From an optimization exercise on the open Yosys and OpenROAD flow, aimed at small area and a short achievable clock period; shortcuts taken in it are not production practice. RTL that was checked went through simulation tests only; none was proved equivalent to the original.

## old
// nes_cpu
module nes_cpu (
  input         clk,        
  input         b_rst,      
  input         b_nmi,      
  input         b_irq,      
  input  [7:0]  data_in,    
  output [15:0] addr,       
  output        r_bw,       
  output [7:0]  data_out    
  );
  wire CU_R_bW;
  wire CU_DMA_By_EN, CU_PCH_EN, CU_PCL_EN, CU_SP_EN, CU_ABL_EN, CU_ABH_EN, CU_DIR_EN, CU_InstrR_EN, CU_PstInstrR_EN;
  wire CU_PstInstrR_Clr;
  wire CU_XR_EN, CU_YR_EN, CU_ACC_EN, CU_OpA_EN, CU_OpB_EN;
  wire [2:0] CU_PCB_Sel, CU_ADL_Sel, CU_ADH_Sel, CU_DB_Sel, CU_SB_Sel;
  wire       CU_OpAB_Sel;
  wire [1:0] CU_OpBB_Sel;
  wire CU_BFlgB, CU_DFlgB, CU_IFlgB, CU_ZFlgB, CU_NFlgB, CU_CFlgB, CU_VFlgB;
  wire CU_PR_EN, CU_NFlg_EN, CU_VFlg_EN, CU_BFlg_EN, CU_DFlg_EN, CU_IFlg_EN, CU_ZFlg_EN, CU_CFlg_EN;
  wire [7:0] DP_InstrR, DP_PstInstrR, DP_DMA_By;
  wire DP_bDMA_Flg, DP_NFlg, DP_ZFlg, DP_CFlg, DP_VFlg, DP_IFlg, DP_OpB_sign;
  ...
Size in the first run: about 170 flip-flops, about 15000 um^2 of cells after synthesis.
==> flow/config.mk <==
export PLATFORM = sky130hd
export DESIGN_NAME = nes_cpu
export DESIGN_NICKNAME = nes_cpu
export VERILOG_FILES = /design/flow/design.v
export SDC_FILE = /design/flow/constraint.sdc
export NUM_CORES = 4
export LEC_CHECK = 0
export CAP_MARGIN = 20
export CORE_MARGIN = 2
export CORE_UTILIZATION = 40
export SETUP_SLACK_MARGIN = 5
export SLEW_MARGIN = 20
==> flow/constraint.sdc <==
create_clock -name core_clock -period 12.0 [get_ports {clk}]
set_input_delay 2.4000 -clock core_clock [delete_from_list [all_inputs] [get_ports {clk}]]
set_output_delay 2.4000 -clock core_clock [all_outputs]
set_load 0.01 [all_outputs]
run.sh (not shown) runs the stock make flow with config.mk's settings and CLKGATE_MAP_FILE= SYNTH_SCRIPT=/design/flow/synth_recipe.tcl, a recipe that flattens the netlist after the stock synthesis.
The following lists how new was set up differently from old:
diff --git a/flow/design.v b/flow/design.v
--- a/flow/design.v
+++ b/flow/design.v
@@ -109,46 +109,45 @@
   parameter XOR = 2'b10;     
   parameter ADC = 2'b11;     
   parameter SHR = 2'b00;     
   parameter SHL = 2'b01;     
   parameter INC = 2'b10;     
   parameter DEC = 2'b11;     
   reg [NumB-1:0] OpB_reg;
   reg            CShFlg_reg;
   reg            CAdFlg_reg;
-  wire           dec = ALU_OpB_Funct[0];
-  wire [NumB-1:0] OpB_x = OpB ^ {NumB{dec}};
-  wire [NumB:0]   OpB_inc = {1'b0, OpB_x} + 1'b1;
   always @*
   begin
     if(ALU_OpB_FunctEn)
       case (ALU_OpB_Funct)
         SHR:     {OpB_reg, CShFlg_reg} = {Cin, OpB[NumB-1:0]};
         SHL:     {CShFlg_reg, OpB_reg} = {OpB[NumB-1:0], Cin};
-        default: {CShFlg_reg, OpB_reg} = {OpB_inc[NumB], OpB_inc[NumB-1:0] ^ {NumB{dec}}};
+        INC:     {CShFlg_reg, OpB_reg} = OpB + 1'b1;
+        DEC:     {CShFlg_reg, OpB_reg} = OpB - 1'b1;
+        default: {CShFlg_reg, OpB_reg} = {1'b0, OpB};
       endcase
     else
       {CShFlg_reg, OpB_reg} = {1'b0, OpB};
   end
-  wire [NumB:0] Sum = OpA + OpB + Cin;
   always @*
   begin
     case (ALU_Funct)
       OR:       {CAdFlg_reg, ALU_Rslt} = {1'b0, OpA | OpB_reg};
       AND:      {CAdFlg_reg, ALU_Rslt} = {1'b0, OpA & OpB_reg};
       XOR:      {CAdFlg_reg, ALU_Rslt} = {1'b0, OpA ^ OpB_reg};
-      default:  {CAdFlg_reg, ALU_Rslt} = Sum;
+      ADC:      {CAdFlg_reg, ALU_Rslt} = OpA + OpB_reg + Cin;
+      default:  {CAdFlg_reg, ALU_Rslt} = {1'b0, OpA | OpB_reg};
     endcase
   end
   assign NFlg = ALU_Rslt[NumB-1];
   assign ZFlg = (ALU_Rslt) ? 1'b0 : 1'b1;
   assign VFlg = (ALU_Funct == AND) ? ALU_Rslt[NumB-2] :
-                (ALU_Funct == ADC) ? ( (OpA[NumB-1] ~^ OpB[NumB-1]) & (OpA[NumB-1] ^ ALU_Rslt[NumB-1]) ) :
+                (ALU_Funct == ADC) ? ( (OpA[NumB-1] ~^ OpB_reg[NumB-1]) & (OpA[NumB-1] ^ ALU_Rslt[NumB-1]) ) :
                 1'b0;
   assign CFlg = (ALU_Funct == ADC) ? CAdFlg_reg : CShFlg_reg;
 endmodule:NES_ALU
 module CPU_DP #(parameter NumDb=8)(
   input clk, b_rst,
   input CU_R_bW,
   input CU_PCH_EN, CU_PCL_EN, CU_SP_EN, CU_ABL_EN, CU_ABH_EN, CU_DIR_EN, CU_DMA_By_EN, CU_InstrR_EN,
         CU_PstInstrR_EN, CU_PstInstrR_Clr,
         CU_XR_EN, CU_YR_EN, CU_ACC_EN, CU_OpA_EN, CU_OpB_EN,
@@ -416,19 +415,19 @@
         DP_IFlg <= CU_IFlgB;
       if (CU_ZFlg_EN)
         DP_ZFlg <= CU_ZFlgB;
       if (CU_CFlg_EN)
         DP_CFlg <= CU_CFlgB;
     end  
     end
   end
   reg [NumDb-1:0] DP_ADL_m, DP_ADH_base, DP_SB_m, DP_ADH_m, DP_DB_m, DP_OpAB_m, DP_OpBB_m;
-  reg [2*NumDb-1:0] DP_PCB_m, DP_PCB_inc;
+  reg [2*NumDb-1:0] DP_PCB_m;
   always @*
   begin
     case (CU_ADL_Sel)
       PCL_to_ADL:    DP_ADL_m = DP_PCL;
       SP_to_ADL:     DP_ADL_m = DP_SP;
       DIR_to_ADL:    DP_ADL_m = DP_DIR;
       ALUout_to_ADL: DP_ADL_m = DP_ALUout;
       DMABy_to_ADL:  DP_ADL_m = DP_DMA_By;
       PPU04_to_ADL:  DP_ADL_m = 8'h04;
@@ -464,27 +463,25 @@
       default:       DP_DB_m = {NumDb{1'b0}};
     endcase
     DP_OpAB_m = (CU_OpAB_Sel==SB_to_OpAB) ? DP_SB_m : {NumDb{1'b0}};
     case (CU_OpBB_Sel)
       ADH_to_OpBB:   DP_OpBB_m = DP_ADH_m;
       ADL_to_OpBB:   DP_OpBB_m = DP_ADL_m;
       DB_to_OpBB:    DP_OpBB_m = DP_DB_m;
       default:       DP_OpBB_m = ~DP_DB_m;
     endcase
-    DP_PCB_inc = ((CU_PCB_Sel==PCp1_to_PCB) ? {DP_PCH,DP_PCL} : {DP_ADH_m,DP_ADL_m})
-                 + (CU_PCB_Sel==PCp1_to_PCB || CU_PCB_Sel==ADDp1_to_PCB);
     case (CU_PCB_Sel)
-      PCp1_to_PCB,
-      ADDp1_to_PCB,
-      ADD_to_PCB:      DP_PCB_m = DP_PCB_inc;
+      PCp1_to_PCB:     DP_PCB_m = {DP_PCH,DP_PCL} + 1'b1;
+      ADDp1_to_PCB:    DP_PCB_m = {DP_ADH_m,DP_ADL_m} + 1'b1;
       VctIRQ_to_PCB:   DP_PCB_m = {{2*NumDb-3{1'b1}},3'b110};
       VctNMI_to_PCB:   DP_PCB_m = {{2*NumDb-3{1'b1}},3'b010};
       VctSTART_to_PCB: DP_PCB_m = {{2*NumDb-3{1'b1}},3'b100};
+      ADD_to_PCB:      DP_PCB_m = {DP_ADH_m,DP_ADL_m};
       default:         DP_PCB_m = {2*NumDb{1'b0}};
     endcase
   end
   assign DP_ADL = DP_ADL_m;
   assign DP_ADH = DP_ADH_m;
   assign DP_SB  = DP_SB_m;
   assign DP_DB  = DP_DB_m;
   assign DP_OpAB = DP_OpAB_m;
   assign DP_OpBB = DP_OpBB_m;
==> run summary <==
Side by side, number of logic inverters in the finished layout turned out higher in new than in old. Cell at the slowest stage of the critical path: sky130_fd_sc_hd__dfrtp_2 -> new, sky130_fd_sc_hd__a221oi_1 -> old. Between old and new, met2 demand-to-capacity share in global routing decreased. The higher synthesized-area fraction occupied by and/or/nand/nor cells came out of old. old → new: worst path setup slack after routing went down by 0.080 ns; die footprint went up by about 0.5%. Between old and new, the difference in worst hold slack is negligible. Between old and new, the total length of routed wires figures differ only marginally.
For new, only the layout was checked, not whether the RTL still works.


Another version of the RTL of nes_cpu (not shown whole).
For scale: about 37 I/O pins, about 14000 sq um of cells after synthesis.
==> flow/design.v (excerpt) <==
module nes_cpu (
  input         clk,        
  input         b_rst,      
  input         b_nmi,      
  input         b_irq,      
  input  [7:0]  data_in,    
  output [15:0] addr,       
  output        r_bw,       
  output [7:0]  data_out    
  );
export LEC_CHECK = 0
export CAP_MARGIN = 20
export CORE_MARGIN = 2
export CORE_UTILIZATION = 40
export SLEW_MARGIN = 20
create_clock -name core_clock -period 12.0 [get_ports {clk}]
Rerun with:
--- a/flow/design.v
+++ b/flow/design.v
@@ -320,41 +320,43 @@
     else if (!r_bw & addr==16'h4014)
     begin
       DP_bDMA_Flg <= bOn;
       DP_DMA_Pg <= ext_data;
       DP_DMA_By <= {NumDb{1'b0}};
     end
     else if (CU_DMA_By_EN)
       DP_DMA_By <= DP_DMA_By + 8'd1;
     else
       DP_bDMA_Flg <= bOff;
   end
-  always @(negedge clk or negedge b_rst)
+  reg [NumDb-1:0] DP_ABL_q, DP_ABH_q;
+  always @(posedge clk or negedge b_rst)
   begin
     if (!b_rst)
     begin
-      DP_DOR <= {NumDb{1'b0}};
-      DP_ABL <= {NumDb{1'b0}};
-      DP_ABH <= {NumDb{1'b0}};
-      r_bw <= 1'b1;
+      DP_ABL_q <= {NumDb{1'b0}};
+      DP_ABH_q <= {NumDb{1'b0}};
     end
     else
     begin
-    DP_DOR <= DP_DB;
-    if (CU_ABL_EN)
-      DP_ABL <= DP_ADL;
-    if (CU_ABH_EN)
-      DP_ABH <= DP_ADH;
-    r_bw <= CU_R_bW;
+      DP_ABL_q <= DP_ABL;
+      DP_ABH_q <= DP_ABH;
     end
   end
+  always @*
+  begin
+    DP_DOR = DP_DB;
+    DP_ABL = CU_ABL_EN ? DP_ADL : DP_ABL_q;
+    DP_ABH = CU_ABH_EN ? DP_ADH : DP_ABH_q;
+    r_bw = CU_R_bW;
+  end
   wire [NumDb-1:0] ext_data;
   assign ext_data = r_bw ? data_in : DP_DOR;
   assign data_out = DP_DOR;
   assign addr = {DP_ABH,DP_ABL};
   always @(posedge clk or negedge b_rst)
   begin
     if (!b_rst)
     begin
       DP_InstrR <= 8'hEA;
       DP_PstInstrR <= {NumDb{1'b0}};
       DP_PCL <= {NumDb{1'b0}};
Outcome: Non-clock buffer count goes down by 23. Global-route usage goes up by 1.1 points. Sequential cell count goes down by 9. Die area goes up by 0.90%. Via count goes up by 4.1%. Synthesized area goes up by 0.91%. Core utilization goes down by 0.90 points. Clock-buffer cell count goes up by 2. Setup slack is better by 640 ps. Sequential share of layout area goes down by 1.1 points. First-iteration DRC count goes down by 4.9%. Cell area goes down by 1.5%.
No functional check of the RTL was part of the second run of this note.

what the ideal ports hide:
How much do the figures lean on ideal ports? The routed layouts below were timed once more, with nothing changed but the port constraints.
Step 1 assumes that a clkbuf_16 drives the clock port and a buf_2 every other input.
Step 2 times the ports against the registers' clock, not the clock port: input delays grow and output delays shrink by t, the midpoint of the rising clock arrivals with the driver on.
Slacks: ideal / step 1 / step 2; pairs: ideal / step 1.
run	t, ns	slack for setup (ns)	slew at the worst register clock pin (ns)	cell pins on the clock port's net
old	0.522	4.880 / 4.828 / 5.310	0.08 / 0.08	1
new	0.552	4.801 / 4.744 / 5.177	0.08 / 0.08	1
the second run of note 2	0.488	0.957 / 0.908 / 1.396	0.07 / 0.07	1
After both steps every run listed still meets setup and hold.
